What follows belongs to an exercise in optimizing a design on an open flow for small area, a short achievable clock period and few clock cycles per item; a production flow would make more cautious choices.
No run shown here included a check of the RTL's function; only the layout flow was run.
Power and IR drop assume default switching activity.

## flow/design.v (module list and top-level ports; edited modules follow where they fit)
// module multiplier: 1338 lines
// module mult_and000: 3 lines
// module mult_cb: 3 lines
// module mult_fa: 4 lines
// module mult_g0000: 3 lines
// module mult_ha: 4 lines
// module mult_one: 3 lines
// module mult_or2: 3 lines
// module mult_pp: 3 lines
// module mult_pps: 3 lines
// module mult_two: 3 lines
// module mult_two0: 3 lines
// module mult_xnor: 3 lines
// module mult_xor: 3 lines
// module mult_y: 3 lines
module multiplier(
	input logic clk,
	input logic rst,
	input logic start_flag,
	input logic[15:0] a,
	input logic[15:0] b,
	output logic[31:0] result,
	output logic status
	);
  // ...
==> flow/flow/run.sh <==
#!/bin/bash
set -euo pipefail
cd "$(dirname "$0")/.."
export BUFFER_PORTS_ARGS="-buffer_cell sky130_fd_sc_hd__buf_2"
bash standard.sh > make.log 2>&1
==> flow/standard.sh <==
#!/bin/bash
# synth_recipe.tcl (not shown) runs the flow's synth.tcl, then flattens the netlist and writes it again
# the make line also repeats each setting of config.mk as NAME=value (left out here)
make -C /OpenROAD-flow-scripts/flow DESIGN_CONFIG=/design/flow/config.mk WORK_HOME=/design/flow/orfs CLKGATE_MAP_FILE= SYNTH_SCRIPT=/design/flow/synth_recipe.tcl "${@:-finish}"
==> flow/config.mk <==
export PLATFORM = sky130hd
export DESIGN_NAME = multiplier
export DESIGN_NICKNAME = multiplier
export VERILOG_FILES = /design/flow/design.v
export SDC_FILE = /design/flow/constraint.sdc
export NUM_CORES = 4
export LEC_CHECK = 0
export CAP_MARGIN = 20
export CORE_MARGIN = 2
export CORE_UTILIZATION = 70
export GPL_TIMING_DRIVEN = 1
export SETUP_SLACK_MARGIN = 0.4
export SLEW_MARGIN = 20
export SYNTH_HIERARCHICAL = 1
==> flow/constraint.sdc <==
create_clock -name core_clock -period 4.0 [get_ports {clk}]
set_input_delay 0.8000 -clock core_clock [delete_from_list [all_inputs] [get_ports {clk}]]
set_output_delay 0.8000 -clock core_clock [all_outputs]
set_load 0.01 [all_outputs]
==> results.yml, run 1 <==
outcome:
  status: "no timing/DRC/antenna violations"
global_route:
  use_met3_pct: 3.93
  grt_pass1_vias: 5631
  grt-ovfl-total: 0
  grtUsageTotal_pct: 33.4
synthesis:
  yosysWarnings: 7
  synth.most_common_cell: "xor2_1"
  synth_area_leaders: "fa_1 (25%), xor2_1 (20%), dfxtp_1 (16%)"
  ys.flop_type: "dfxtp_1"
  ys_types: 18
  netlist_top_cells_count: "xor2_1 (161), a22o_1 (128), fa_1 (90)"
  synth_compound_area_share_pct: 23.3
  synthMuxAreaShare_pct: 0
  syn-num-nets: 798
cells_and_area:
  clkbuf_count: 12
  fill_cells: 614
  final_cell_area_um2: 8080
  multiInputGateArea_um2: 5870
  seq_cells: 59
  multi_input_area_share_pct: 72.6
  clkCellAreaFrac_pct: 2.29
  num-nonclk-buffers: 107
clock_network:
  cts_made_buffers: 9
sta:
  fmax_mhz: 285
  finalCriticalPeriod_ps: 3510
  whs_ps: 207
floorplan:
  start_util_pct: 72.7
  die_y_um: 105
  taps: 133
worst_setup_path:
  cpLargestDelayFamily: "compound AO/OA/AOI/OAI gates"
  critPathCapture: "result[31]"
  crit_path_frequent_cell: "a21o_1"
  cp.required_ps: 3200
  crit_fanout: 5
routing:
  wl_met2_um: 8370
  drtPass1Iterations: 5
  vias: 5443
power:
  p_seq_uw: 984
  p_clk_uw: 534
  max-vdd-ir-drop_v: 0.000635
placement:
  postPlaceCellArea_um2: 7770
  io_buffers: 67
==> inputs of run 2 (changes only) <==
--- a/flow/design.v
+++ b/flow/design.v
@@ -599,37 +599,37 @@
 	logic pa1038;
 	logic pg1040;
 	logic pa1042;
 	logic pg1044;
 	logic pa1046;
 	logic pg1048;
 	logic pa1050;
 	logic pg1052;
-	logic pg1054;
-	logic pa1056;
-	logic pg1058;
-	logic pa1060;
-	logic pg1062;
-	logic pa1064;
-	logic pg1066;
-	logic pa1068;
-	logic pg1070;
-	logic pa1072;
-	logic pg1074;
-	logic pa1076;
-	logic pg1078;
-	logic pa1080;
-	logic pg1082;
-	logic pa1084;
+	logic pa1054;
+	logic pg1056;
+	logic pa1058;
+	logic pg1060;
+	logic pa1062;
+	logic pg1064;
+	logic pa1066;
+	logic pg1068;
+	logic pa1070;
+	logic pg1072;
+	logic pa1074;
+	logic pg1076;
+	logic pa1078;
+	logic pg1080;
+	logic pa1082;
+	logic pg1084;
 	logic pg1086;
 	logic pa1088;
 	logic pg1090;
 	logic pg1092;
-	logic pa1094;
+	logic pg1094;
 	logic pg1096;
 	logic pg1098;
 	logic pg1100;
 	logic pg1102;
 	logic pg1104;
 	logic pg1106;
 	logic pg1108;
 	logic pg1110;
@@ -641,20 +641,20 @@
 	logic pg1122;
 	logic pg1124;
 	logic pg1126;
 	logic pg1128;
 	logic pg1130;
 	logic pg1132;
 	logic pg1134;
 	logic pg1136;
-	logic pg1138;
-	logic pg1140;
-	logic pg1142;
-	logic pg1144;
+	logic sum1138;
+	logic sum1140;
+	logic sum1142;
+	logic sum1144;
 	logic sum1146;
 	logic sum1148;
 	logic sum1150;
 	logic sum1152;
 	logic sum1154;
 	logic sum1156;
 	logic sum1158;
 	logic sum1160;
@@ -665,32 +665,24 @@
 	logic sum1170;
 	logic sum1172;
 	logic sum1174;
 	logic sum1176;
 	logic sum1178;
 	logic sum1180;
 	logic sum1182;
 	logic sum1184;
-	logic sum1186;
-	logic sum1188;
-	logic sum1190;
-	logic sum1192;
-	logic sum1194;
-	logic sum1196;
 	logic q0_0;
 	logic q1_0;
 	logic q2_0;
 	logic q3_0;
 	logic q4_0;
-	logic q5_c;
 	logic q5_0;
-	logic q5_1;
 	logic q6_0;
-	logic q6_1;
+	logic q7_c;
 	logic q7_0;
 	logic q7_1;
 	logic q8_0;
 	logic q8_1;
 	logic q9_0;
 	logic q9_1;
 	logic q10_0;
 	logic q10_1;
@@ -1141,18 +1133,18 @@
 	mult_fa u908 (.x(pp501), .y(pp569), .z(c827), .s(s906), .c(c907));
 	assign s909 = ~pp571;
 	assign c910 = pp571;
 	mult_ha u913 (.x(b[1]), .y(pp37), .s(s911), .c(c912));
 	mult_ha u916 (.x(pp39), .y(c912), .s(s914), .c(c915));
 	mult_fa u919 (.x(s828), .y(pp109), .z(c915), .s(s917), .c(c918));
 	mult_fa u922 (.x(c829), .y(s831), .z(c918), .s(s920), .c(c921));
 	mult_fa u925 (.x(c832), .y(s834), .z(c921), .s(s923), .c(c924));
-	mult_ha u928 (.x(q5_0), .y(q5_1), .s(s926), .c(c927));
-	mult_ha u931 (.x(q6_0), .y(q6_1), .s(s929), .c(c930));
+	mult_fa u928 (.x(c835), .y(s837), .z(c924), .s(s926), .c(c927));
+	mult_fa u931 (.x(c838), .y(s840), .z(c927), .s(s929), .c(c930));
 	mult_ha u934 (.x(q7_0), .y(q7_1), .s(s932), .c(c933));
 	mult_ha u937 (.x(q8_0), .y(q8_1), .s(s935), .c(c936));
 	mult_ha u940 (.x(q9_0), .y(q9_1), .s(s938), .c(c939));
 	mult_ha u943 (.x(q10_0), .y(q10_1), .s(s941), .c(c942));
 	mult_ha u946 (.x(q11_0), .y(q11_1), .s(s944), .c(c945));
 	mult_ha u949 (.x(q12_0), .y(q12_1), .s(s947), .c(c948));
 	mult_ha u952 (.x(q13_0), .y(q13_1), .s(s950), .c(c951));
 	mult_ha u955 (.x(q14_0), .y(q14_1), .s(s953), .c(c954));
@@ -1167,124 +1159,116 @@
 	mult_ha u982 (.x(q23_0), .y(q23_1), .s(s980), .c(c981));
 	mult_ha u985 (.x(q24_0), .y(q24_1), .s(s983), .c(c984));
 	mult_ha u988 (.x(q25_0), .y(q25_1), .s(s986), .c(c987));
 	mult_ha u991 (.x(q26_0), .y(q26_1), .s(s989), .c(c990));
 	mult_ha u994 (.x(q27_0), .y(q27_1), .s(s992), .c(c993));
 	mult_ha u997 (.x(q28_0), .y(q28_1), .s(s995), .c(c996));
 	mult_ha u1000 (.x(q29_0), .y(q29_1), .s(s998), .c(c999));
 	mult_ha u1003 (.x(q30_0), .y(q30_1), .s(s1001), .c(c1002));
-	mult_g0000 u1005 (.gh(c927), .ph(s926), .gl(q5_c), .g(pg1004));
-	mult_and000 u1007 (.a(s932), .b(s929), .y(pa1006));
-	mult_g0000 u1009 (.gh(c933), .ph(s932), .gl(c930), .g(pg1008));
-	mult_and000 u1011 (.a(s938), .b(s935), .y(pa1010));
-	mult_g0000 u1013 (.gh(c939), .ph(s938), .gl(c936), .g(pg1012));
-	mult_and000 u1015 (.a(s944), .b(s941), .y(pa1014));
-	mult_g0000 u1017 (.gh(c945), .ph(s944), .gl(c942), .g(pg1016));
-	mult_and000 u1019 (.a(s950), .b(s947), .y(pa1018));
-	mult_g0000 u1021 (.gh(c951), .ph(s950), .gl(c948), .g(pg1020));
-	mult_and000 u1023 (.a(s956), .b(s953), .y(pa1022));
-	mult_g0000 u1025 (.gh(c957), .ph(s956), .gl(c954), .g(pg1024));
-	mult_and000 u1027 (.a(s962), .b(s959), .y(pa1026));
-	mult_g0000 u1029 (.gh(c963), .ph(s962), .gl(c960), .g(pg1028));
-	mult_and000 u1031 (.a(s968), .b(s965), .y(pa1030));
-	mult_g0000 u1033 (.gh(c969), .ph(s968), .gl(c966), .g(pg1032));
-	mult_and000 u1035 (.a(s974), .b(s971), .y(pa1034));
-	mult_g0000 u1037 (.gh(c975), .ph(s974), .gl(c972), .g(pg1036));
-	mult_and000 u1039 (.a(s980), .b(s977), .y(pa1038));
-	mult_g0000 u1041 (.gh(c981), .ph(s980), .gl(c978), .g(pg1040));
-	mult_and000 u1043 (.a(s986), .b(s983), .y(pa1042));
-	mult_g0000 u1045 (.gh(c987), .ph(s986), .gl(c984), .g(pg1044));
-	mult_and000 u1047 (.a(s992), .b(s989), .y(pa1046));
-	mult_g0000 u1049 (.gh(c993), .ph(s992), .gl(c990), .g(pg1048));
-	mult_and000 u1051 (.a(s998), .b(s995), .y(pa1050));
-	mult_g0000 u1053 (.gh(c999), .ph(s998), .gl(c996), .g(pg1052));
-	mult_g0000 u1055 (.gh(pg1008), .ph(pa1006), .gl(pg1004), .g(pg1054));
-	mult_and000 u1057 (.a(pa1014), .b(pa1010), .y(pa1056));
-	mult_g0000 u1059 (.gh(pg1016), .ph(pa1014), .gl(pg1012), .g(pg1058));
-	mult_and000 u1061 (.a(pa1022), .b(pa1018), .y(pa1060));
-	mult_g0000 u1063 (.gh(pg1024), .ph(pa1022), .gl(pg1020), .g(pg1062));
-	mult_and000 u1065 (.a(pa1030), .b(pa1026), .y(pa1064));
-	mult_g0000 u1067 (.gh(pg1032), .ph(pa1030), .gl(pg1028), .g(pg1066));
-	mult_and000 u1069 (.a(pa1038), .b(pa1034), .y(pa1068));
-	mult_g0000 u1071 (.gh(pg1040), .ph(pa1038), .gl(pg1036), .g(pg1070));
-	mult_and000 u1073 (.a(pa1046), .b(pa1042), .y(pa1072));
-	mult_g0000 u1075 (.gh(pg1048), .ph(pa1046), .gl(pg1044), .g(pg1074));
-	mult_and000 u1077 (.a(s1001), .b(pa1050), .y(pa1076));
-	mult_g0000 u1079 (.gh(c1002), .ph(s1001), .gl(pg1052), .g(pg1078));
-	mult_and000 u1081 (.a(pa1060), .b(pa1056), .y(pa1080));
-	mult_g0000 u1083 (.gh(pg1062), .ph(pa1060), .gl(pg1058), .g(pg1082));
-	mult_and000 u1085 (.a(pa1068), .b(pa1064), .y(pa1084));
-	mult_g0000 u1087 (.gh(pg1070), .ph(pa1068), .gl(pg1066), .g(pg1086));
-	mult_and000 u1089 (.a(pa1076), .b(pa1072), .y(pa1088));
-	mult_g0000 u1091 (.gh(pg1078), .ph(pa1076), .gl(pg1074), .g(pg1090));
-	mult_g0000 u1093 (.gh(pg1082), .ph(pa1080), .gl(pg1054), .g(pg1092));
-	mult_and000 u1095 (.a(pa1088), .b(pa1084), .y(pa1094));
-	mult_g0000 u1097 (.gh(pg1090), .ph(pa1088), .gl(pg1086), .g(pg1096));
-	mult_g0000 u1099 (.gh(pg1096), .ph(pa1094), .gl(pg1092), .g(pg1098));
-	mult_g0000 u1101 (.gh(pg1086), .ph(pa1084), .gl(pg1092), .g(pg1100));
-	mult_g0000 u1103 (.gh(pg1058), .ph(pa1056), .gl(pg1054), .g(pg1102));
-	mult_g0000 u1105 (.gh(pg1066), .ph(pa1064), .gl(pg1092), .g(pg1104));
-	mult_g0000 u1107 (.gh(pg1074), .ph(pa1072), .gl(pg1100), .g(pg1106));
-	mult_g0000 u1109 (.gh(pg1012), .ph(pa1010), .gl(pg1054), .g(pg1108));
-	mult_g0000 u1111 (.gh(pg1020), .ph(pa1018), .gl(pg1102), .g(pg1110));
-	mult_g0000 u1113 (.gh(pg1028), .ph(pa1026), .gl(pg1092), .g(pg1112));
-	mult_g0000 u1115 (.gh(pg1036), .ph(pa1034), .gl(pg1104), .g(pg1114));
-	mult_g0000 u1117 (.gh(pg1044), .ph(pa1042), .gl(pg1100), .g(pg1116));
-	mult_g0000 u1119 (.gh(pg1052), .ph(pa1050), .gl(pg1106), .g(pg1118));
-	mult_g0000 u1121 (.gh(c930), .ph(s929), .gl(pg1004), .g(pg1120));
-	mult_g0000 u1123 (.gh(c936), .ph(s935), .gl(pg1054), .g(pg1122));
-	mult_g0000 u1125 (.gh(c942), .ph(s941), .gl(pg1108), .g(pg1124));
-	mult_g0000 u1127 (.gh(c948), .ph(s947), .gl(pg1102), .g(pg1126));
-	mult_g0000 u1129 (.gh(c954), .ph(s953), .gl(pg1110), .g(pg1128));
-	mult_g0000 u1131 (.gh(c960), .ph(s959), .gl(pg1092), .g(pg1130));
-	mult_g0000 u1133 (.gh(c966), .ph(s965), .gl(pg1112), .g(pg1132));
-	mult_g0000 u1135 (.gh(c972), .ph(s971), .gl(pg1104), .g(pg1134));
-	mult_g0000 u1137 (.gh(c978), .ph(s977), .gl(pg1114), .g(pg1136));
-	mult_g0000 u1139 (.gh(c984), .ph(s983), .gl(pg1100), .g(pg1138));
-	mult_g0000 u1141 (.gh(c990), .ph(s989), .gl(pg1116), .g(pg1140));
-	mult_g0000 u1143 (.gh(c996), .ph(s995), .gl(pg1106), .g(pg1142));
-	mult_g0000 u1145 (.gh(c1002), .ph(s1001), .gl(pg1118), .g(pg1144));
-	mult_xor u1147 (.a(s926), .b(q5_c), .y(sum1146));
-	mult_xor u1149 (.a(s929), .b(pg1004), .y(sum1148));
-	mult_xor u1151 (.a(s932), .b(pg1120), .y(sum1150));
-	mult_xor u1153 (.a(s935), .b(pg1054), .y(sum1152));
-	mult_xor u1155 (.a(s938), .b(pg1122), .y(sum1154));
-	mult_xor u1157 (.a(s941), .b(pg1108), .y(sum1156));
-	mult_xor u1159 (.a(s944), .b(pg1124), .y(sum1158));
-	mult_xor u1161 (.a(s947), .b(pg1102), .y(sum1160));
-	mult_xor u1163 (.a(s950), .b(pg1126), .y(sum1162));
-	mult_xor u1165 (.a(s953), .b(pg1110), .y(sum1164));
-	mult_xor u1167 (.a(s956), .b(pg1128), .y(sum1166));
-	mult_xor u1169 (.a(s959), .b(pg1092), .y(sum1168));
-	mult_xor u1171 (.a(s962), .b(pg1130), .y(sum1170));
-	mult_xor u1173 (.a(s965), .b(pg1112), .y(sum1172));
-	mult_xor u1175 (.a(s968), .b(pg1132), .y(sum1174));
-	mult_xor u1177 (.a(s971), .b(pg1104), .y(sum1176));
-	mult_xor u1179 (.a(s974), .b(pg1134), .y(sum1178));
-	mult_xor u1181 (.a(s977), .b(pg1114), .y(sum1180));
-	mult_xor u1183 (.a(s980), .b(pg1136), .y(sum1182));
-	mult_xor u1185 (.a(s983), .b(pg1100), .y(sum1184));
-	mult_xor u1187 (.a(s986), .b(pg1138), .y(sum1186));
-	mult_xor u1189 (.a(s989), .b(pg1116), .y(sum1188));
-	mult_xor u1191 (.a(s992), .b(pg1140), .y(sum1190));
-	mult_xor u1193 (.a(s995), .b(pg1106), .y(sum1192));
-	mult_xor u1195 (.a(s998), .b(pg1142), .y(sum1194));
-	mult_xor u1197 (.a(s1001), .b(pg1118), .y(sum1196));
+	mult_g0000 u1005 (.gh(c933), .ph(s932), .gl(q7_c), .g(pg1004));
+	mult_and000 u1007 (.a(s938), .b(s935), .y(pa1006));
+	mult_g0000 u1009 (.gh(c939), .ph(s938), .gl(c936), .g(pg1008));
+	mult_and000 u1011 (.a(s944), .b(s941), .y(pa1010));
+	mult_g0000 u1013 (.gh(c945), .ph(s944), .gl(c942), .g(pg1012));
+	mult_and000 u1015 (.a(s950), .b(s947), .y(pa1014));
+	mult_g0000 u1017 (.gh(c951), .ph(s950), .gl(c948), .g(pg1016));
+	mult_and000 u1019 (.a(s956), .b(s953), .y(pa1018));
+	mult_g0000 u1021 (.gh(c957), .ph(s956), .gl(c954), .g(pg1020));
+	mult_and000 u1023 (.a(s962), .b(s959), .y(pa1022));
+	mult_g0000 u1025 (.gh(c963), .ph(s962), .gl(c960), .g(pg1024));
+	mult_and000 u1027 (.a(s968), .b(s965), .y(pa1026));
+	mult_g0000 u1029 (.gh(c969), .ph(s968), .gl(c966), .g(pg1028));
+	mult_and000 u1031 (.a(s974), .b(s971), .y(pa1030));
+	mult_g0000 u1033 (.gh(c975), .ph(s974), .gl(c972), .g(pg1032));
+	mult_and000 u1035 (.a(s980), .b(s977), .y(pa1034));
+	mult_g0000 u1037 (.gh(c981), .ph(s980), .gl(c978), .g(pg1036));
+	mult_and000 u1039 (.a(s986), .b(s983), .y(pa1038));
+	mult_g0000 u1041 (.gh(c987), .ph(s986), .gl(c984), .g(pg1040));
+	mult_and000 u1043 (.a(s992), .b(s989), .y(pa1042));
+	mult_g0000 u1045 (.gh(c993), .ph(s992), .gl(c990), .g(pg1044));
+	mult_and000 u1047 (.a(s998), .b(s995), .y(pa1046));
+	mult_g0000 u1049 (.gh(c999), .ph(s998), .gl(c996), .g(pg1048));
+	mult_and000 u1051 (.a(pa1010), .b(pa1006), .y(pa1050));
+	mult_g0000 u1053 (.gh(pg1012), .ph(pa1010), .gl(pg1008), .g(pg1052));
+	mult_and000 u1055 (.a(pa1018), .b(pa1014), .y(pa1054));
+	mult_g0000 u1057 (.gh(pg1020), .ph(pa1018), .gl(pg1016), .g(pg1056));
+	mult_and000 u1059 (.a(pa1026), .b(pa1022), .y(pa1058));
+	mult_g0000 u1061 (.gh(pg1028), .ph(pa1026), .gl(pg1024), .g(pg1060));
+	mult_and000 u1063 (.a(pa1034), .b(pa1030), .y(pa1062));
+	mult_g0000 u1065 (.gh(pg1036), .ph(pa1034), .gl(pg1032), .g(pg1064));
+	mult_and000 u1067 (.a(pa1042), .b(pa1038), .y(pa1066));
+	mult_g0000 u1069 (.gh(pg1044), .ph(pa1042), .gl(pg1040), .g(pg1068));
+	mult_and000 u1071 (.a(s1001), .b(pa1046), .y(pa1070));
+	mult_g0000 u1073 (.gh(c1002), .ph(s1001), .gl(pg1048), .g(pg1072));
+	mult_and000 u1075 (.a(pa1054), .b(pa1050), .y(pa1074));
+	mult_g0000 u1077 (.gh(pg1056), .ph(pa1054), .gl(pg1052), .g(pg1076));
+	mult_and000 u1079 (.a(pa1062), .b(pa1058), .y(pa1078));
+	mult_g0000 u1081 (.gh(pg1064), .ph(pa1062), .gl(pg1060), .g(pg1080));
+	mult_and000 u1083 (.a(pa1070), .b(pa1066), .y(pa1082));
+	mult_g0000 u1085 (.gh(pg1072), .ph(pa1070), .gl(pg1068), .g(pg1084));
+	mult_g0000 u1087 (.gh(pg1076), .ph(pa1074), .gl(pg1004), .g(pg1086));
+	mult_and000 u1089 (.a(pa1082), .b(pa1078), .y(pa1088));
+	mult_g0000 u1091 (.gh(pg1084), .ph(pa1082), .gl(pg1080), .g(pg1090));
+	mult_g0000 u1093 (.gh(pg1090), .ph(pa1088), .gl(pg1086), .g(pg1092));
+	mult_g0000 u1095 (.gh(pg1080), .ph(pa1078), .gl(pg1086), .g(pg1094));
+	mult_g0000 u1097 (.gh(pg1052), .ph(pa1050), .gl(pg1004), .g(pg1096));
+	mult_g0000 u1099 (.gh(pg1060), .ph(pa1058), .gl(pg1086), .g(pg1098));
+	mult_g0000 u1101 (.gh(pg1068), .ph(pa1066), .gl(pg1094), .g(pg1100));
+	mult_g0000 u1103 (.gh(pg1008), .ph(pa1006), .gl(pg1004), .g(pg1102));
+	mult_g0000 u1105 (.gh(pg1016), .ph(pa1014), .gl(pg1096), .g(pg1104));
+	mult_g0000 u1107 (.gh(pg1024), .ph(pa1022), .gl(pg1086), .g(pg1106));
+	mult_g0000 u1109 (.gh(pg1032), .ph(pa1030), .gl(pg1098), .g(pg1108));
+	mult_g0000 u1111 (.gh(pg1040), .ph(pa1038), .gl(pg1094), .g(pg1110));
+	mult_g0000 u1113 (.gh(pg1048), .ph(pa1046), .gl(pg1100), .g(pg1112));
+	mult_g0000 u1115 (.gh(c936), .ph(s935), .gl(pg1004), .g(pg1114));
+	mult_g0000 u1117 (.gh(c942), .ph(s941), .gl(pg1102), .g(pg1116));
+	mult_g0000 u1119 (.gh(c948), .ph(s947), .gl(pg1096), .g(pg1118));
+	mult_g0000 u1121 (.gh(c954), .ph(s953), .gl(pg1104), .g(pg1120));
+	mult_g0000 u1123 (.gh(c960), .ph(s959), .gl(pg1086), .g(pg1122));
+	mult_g0000 u1125 (.gh(c966), .ph(s965), .gl(pg1106), .g(pg1124));
+	mult_g0000 u1127 (.gh(c972), .ph(s971), .gl(pg1098), .g(pg1126));
+	mult_g0000 u1129 (.gh(c978), .ph(s977), .gl(pg1108), .g(pg1128));
+	mult_g0000 u1131 (.gh(c984), .ph(s983), .gl(pg1094), .g(pg1130));
+	mult_g0000 u1133 (.gh(c990), .ph(s989), .gl(pg1110), .g(pg1132));
+	mult_g0000 u1135 (.gh(c996), .ph(s995), .gl(pg1100), .g(pg1134));
+	mult_g0000 u1137 (.gh(c1002), .ph(s1001), .gl(pg1112), .g(pg1136));
+	mult_xor u1139 (.a(s932), .b(q7_c), .y(sum1138));
+	mult_xor u1141 (.a(s935), .b(pg1004), .y(sum1140));
+	mult_xor u1143 (.a(s938), .b(pg1114), .y(sum1142));
+	mult_xor u1145 (.a(s941), .b(pg1102), .y(sum1144));
+	mult_xor u1147 (.a(s944), .b(pg1116), .y(sum1146));
+	mult_xor u1149 (.a(s947), .b(pg1096), .y(sum1148));
+	mult_xor u1151 (.a(s950), .b(pg1118), .y(sum1150));
+	mult_xor u1153 (.a(s953), .b(pg1104), .y(sum1152));
+	mult_xor u1155 (.a(s956), .b(pg1120), .y(sum1154));
+	mult_xor u1157 (.a(s959), .b(pg1086), .y(sum1156));
+	mult_xor u1159 (.a(s962), .b(pg1122), .y(sum1158));
+	mult_xor u1161 (.a(s965), .b(pg1106), .y(sum1160));
+	mult_xor u1163 (.a(s968), .b(pg1124), .y(sum1162));
+	mult_xor u1165 (.a(s971), .b(pg1098), .y(sum1164));
+	mult_xor u1167 (.a(s974), .b(pg1126), .y(sum1166));
+	mult_xor u1169 (.a(s977), .b(pg1108), .y(sum1168));
+	mult_xor u1171 (.a(s980), .b(pg1128), .y(sum1170));
+	mult_xor u1173 (.a(s983), .b(pg1094), .y(sum1172));
+	mult_xor u1175 (.a(s986), .b(pg1130), .y(sum1174));
+	mult_xor u1177 (.a(s989), .b(pg1110), .y(sum1176));
+	mult_xor u1179 (.a(s992), .b(pg1132), .y(sum1178));
+	mult_xor u1181 (.a(s995), .b(pg1100), .y(sum1180));
+	mult_xor u1183 (.a(s998), .b(pg1134), .y(sum1182));
+	mult_xor u1185 (.a(s1001), .b(pg1112), .y(sum1184));
 	always_ff @(posedge clk) begin
 		q0_0 <= s911;
 		q1_0 <= s914;
 		q2_0 <= s917;
 		q3_0 <= s920;
 		q4_0 <= s923;
-		q5_c <= c924;
-		q5_0 <= c835;
-		q5_1 <= s837;
-		q6_0 <= c838;
-		q6_1 <= s840;
+		q5_0 <= s926;
+		q6_0 <= s929;
+		q7_c <= c930;
 		q7_0 <= c841;
 		q7_1 <= s843;
 		q8_0 <= c844;
 		q8_1 <= s846;
 		q9_0 <= c847;
 		q9_1 <= s849;
 		q10_0 <= c850;
 		q10_1 <= s852;
@@ -1328,17 +1312,17 @@
 		q29_1 <= s909;
 		q30_0 <= c910;
 		q30_1 <= pp573;
 	end
 	always_ff @(posedge clk or negedge rst) begin
 		if(~rst) done <= 1'b0;
 		else done <= start_flag;
 	end
-	assign result = {~pg1144, sum1196, sum1194, sum1192, sum1190, sum1188, sum1186, sum1184, sum1182, sum1180, sum1178, sum1176, sum1174, sum1172, sum1170, sum1168, sum1166, sum1164, sum1162, sum1160, sum1158, sum1156, sum1154, sum1152, sum1150, sum1148, sum1146, q4_0, q3_0, q2_0, q1_0, q0_0};
+	assign result = {~pg1136, sum1184, sum1182, sum1180, sum1178, sum1176, sum1174, sum1172, sum1170, sum1168, sum1166, sum1164, sum1162, sum1160, sum1158, sum1156, sum1154, sum1152, sum1150, sum1148, sum1146, sum1144, sum1142, sum1140, sum1138, q6_0, q5_0, q4_0, q3_0, q2_0, q1_0, q0_0};
 	assign status = done;
 endmodule
 module mult_and000(input logic a, input logic b, output logic y);
 	assign y = (a & b);
 endmodule
 module mult_cb(input logic b1, input logic b0, input logic bm, output logic cb);
 	assign cb = b1 & ~(b0 & bm);
 endmodule
==> run 2 against run 1 <==
Against the previous run:
- area after synthesis down 1.0%
- critical path depth down 3
- synthesized cell count down 1.3%
- die area down 0.96%
- sequential cell count down 2
- core utilization down 1.3 points
- clock power down 6.9%
- first-iteration DRC count down 14%
- sequential power down 3.3%
==> results.yml, run 2 <==
outcome:
  status: "no timing/DRC/antenna violations"
routing:
  viasPerCell: 6.38
  ant_nets: 0
  vias: 5381
  drtIter0Drc: 465
  routedWlPerCell_um: 20.8
  drcViolationCount: 0
  wl_um: 17600
  drtPass1Iterations: 4
power:
  p_per_area_nw_per_um2: 664
  max-vdd-ir-drop_v: 0.000696
  p_total_uw: 5260
  leakage_uw: 0.00385
sta:
  whs_ps: 224
  finalCriticalPeriod_ps: 3520
  final_hold_viol_count: 0
  fmax_mhz: 284
  setup_viol: 0
  rsz0062_at_grt: "no"
  slew_viol_final: 0
  period_share_pct: 88.1
  worst_slew_pin_slew_ps: 549
  final.setup.tns_ps: 0
  max_slew_margin_pct: 63.3
clock_network:
  cts.sinks: 57
  cts_root_buf: "clkbuf_8"
  cts_tree: "yes"
  cts_made_buffers: 9
  clockBufferDepth: 2
  clkTransAtPathRegs_ps: 60
  cts-htree-levels: 3
synthesis:
  syn_inst: 620
  seq_area_frac_synth_pct: 16.2
  synth_area_um2: 7070
  synth_top_cell_area_share_pct: 26.1
  yosysWarnings: 7
  yosys.area.top_type: "fa_1"
  async_flop_share_pct: 1.75
  synth-edff-count: 0
  syn_avg_cell_area_um2: 11.4
  synth_area_leaders: "fa_1 (26%), xor2_1 (20%), a22o_1 (16%)"
  ys_types: 18
  netlist_top_cells_count: "xor2_1 (159), a22o_1 (128), fa_1 (92)"
  syn-num-nets: 790
  ys_seq_elements: 57
  ys.flop_type: "dfxtp_1"
  synth.most_common_cell: "xor2_1"
placement:
  place_hpwl_um: 14100
  gp_congestion: 0.962
  io_buffers: 67
global_route:
  grt_max_degree: 17
  grt_pass1_wl_um: 28400
  grtUsageTotal_pct: 33.4
  antenna_found_initial: 0
  grt-ovfl-total: 0
  grt_pass1_vias: 5629
cells_and_area:
  area_growth_syn_to_layout_pct: 12.0
  diodes: 0
  final_common_cell: "xor2_1"
  nets: 876
  multiInputGateArea_um2: 5770
  drive_above_1_share_pct: 20.7
  regArea_um2: 1150
  fill_cells: 634
  mostFrequentLayoutCells: "xor2_1 (152), a22o_1 (128), fa_1 (88)"
worst_setup_path:
  slowest_stage: "fa_1"
  slowest_delay_ps: 590
  crit_chain: "buf_2 -> nand2b_1 -> o22ai_2 -> a22o_1 -> fa_1 -> fa_1 -> fa_1 -> fa_1"
  critPathKind: "primary input to flop"
  crit_path_frequent_cell: "fa_1"
  cp.required_ps: 4220
  cp.arrival_ps: 3740
  end_kind: "flop"
  cp-start-kind: "primary input"
  crit_fanout: 10
floorplan:
  die_x_um: 104
  io_pins: 68
  rows: 36
  die_area_um2: 10900
  die_y_um: 104
  coreArea_um2: 9770
  start_util_pct: 72.3
flow_run:
  cap_violations: 0
min_path:
  hp-class: "primary input to asynchronous set/reset pin"
-- run 2: changes by cell type after synthesis --
cell | previous run | this run
a21o_1 | 45 | 42
and2_1 | 19 | 18
dfxtp_1 | 58 | 56
fa_1 | 90 | 92
ha_1 | 45 | 43
xor2_1 | 161 | 159
-- run 2: repair_timing --
| action | 4_1_cts | 5_1_grt |
|---|---|---|
| gates resized for setup | 2 | 8 |
| pin swaps | 0 | 6 |
| hold buffers | 0 | 0 |
| buffers inserted | 0 | 1 |
| endpoints found under the setup margin | 3 | 8 |
-- run 2: worst max-delay path, delay by kind of cell --
family                     cells  cell delay (ps)
adders and majority gates      4             1950
buffers and inverters          1              150
and+or+nand+nor                1              170
AOI/OAI and AO/OA              2              670
-- run 2: through the flow --
step	cells	worst slack, ps	instance area [µm²]	utilization [%]
floorplan	620	362	7130	-
global placement	827	99.9	7680	78.6
detailed placement	827	-4.21	7680	78.6
CTS	843	415	7870	80.5
global route	844	402	7920	81.0
finish	844	475	7920	81.0
-- run 2: final timing paths --
kind                             from        endpoint  cells past startpoint
worst max-delay path            b[10]   q16_1$_DFF_P_                      8
worst min-delay path              rst  done$_DFF_PN0_                      1
max in group asynchronous         rst  done$_DFF_PN0_                      1
min in group core_clock    start_flag  done$_DFF_PN0_                      1
-- run 2: logic make-up (layout without fill, tap and decap cells) --
family / count (synthesis) / count (layout) / share of synthesized area [%]
buffers and inverters: 36 / 127 / 3.56
adders and majority gates: 135 / 135 / 33.7
and+or+nand+nor: 37 / 37 / 3.13
xor gates and xnor gates: 163 / 163 / 20.2
DFF: 57 / 57 / 16.2
AOI/OAI and AO/OA: 192 / 192 / 23.2
-- run 2: layer usage --
metal	vias up	part of all wire [%]	GRT usage (%)
li1	2377	-	-
met3	29	7.2	4.64
met1	2717	42	44.8
met5	-	0	0
met4	0	1.3	9.75
met2	258	49	56.4
-- run 2: where the power goes --
group | internal [µW] | leakage (µW) | switching (µW)
Clock | 259 | 0.0000867 | 239
Sequential | 866 | 0.000483 | 86.0
Combinational | 1780 | 0.00328 | 2030
-- run 2: cell type report --
cell class / instances / share of cell area [%]
repair buffers: 106 / 8.05
well taps: 133 / 2.10
multi-input cells: 527 / 72.9
clock inverters: 2 / 0.158
inverters: 5 / 0.237
clock buffers: 14 / 2.06
flip-flops and latches: 57 / 14.5
-- run 2: Yosys stat by module, one instance, submodules excluded, a selection --
module / area (µm²) / copies in the design / cells / flops+latches
mult_y: 8.76 / 128 / 1 / 0
mult_pps: 5.00 / 8 / 1 / 0
mult_or2: 6.26 / 4 / 1 / 0
mult_pp: 8.76 / 128 / 1 / 0
mult_xnor: 8.76 / 4 / 1 / 0
mult_and000: 6.26 / 18 / 1 / 0
mult_two: 22.5 / 7 / 3 / 0
mult_xor: 8.76 / 24 / 1 / 0
mult_two0: 13.8 / 1 / 1 / 0
mult_ha: 12.5 / 43 / 1 / 0
mult_g0000: 7.51 / 42 / 1 / 0
mult_one: 8.76 / 7 / 1 / 0
mult_fa: 20.0 / 92 / 1 / 0

## static timing again, ports no longer ideal
The results above use ideal ports. As a check the final layouts listed here were re-extracted and re-timed, cells and wires unchanged. Step 1 sets driving cells, clkbuf_16 on the clock port and buf_2 on the other inputs (assumed; they add their load-dependent delay and slew). Step 2 times the ports against the registers' clock, not the clock port: input delays grow and output delays shrink by t, the midpoint of the rising clock arrivals with the driver on. Slacks: ideal ports / drivers / drivers and shift; pairs: ideal ports / drivers.
| run | t, ns | setup WS [ns] | hold WS [ns] |
|---|---|---|---|
| run 1 | 0.390 | 0.492 / 0.457 / 0.138 | 0.207 / 0.192 / 0.582 |
| run 2 | 0.377 | 0.475 / 0.466 / 0.109 | 0.224 / 0.211 / 0.588 |
After both steps setup and hold are still met in every run listed. The setup slack of run 2, which loses most, moves by -0.009 ns with the drivers and by -0.366 ns with both steps.
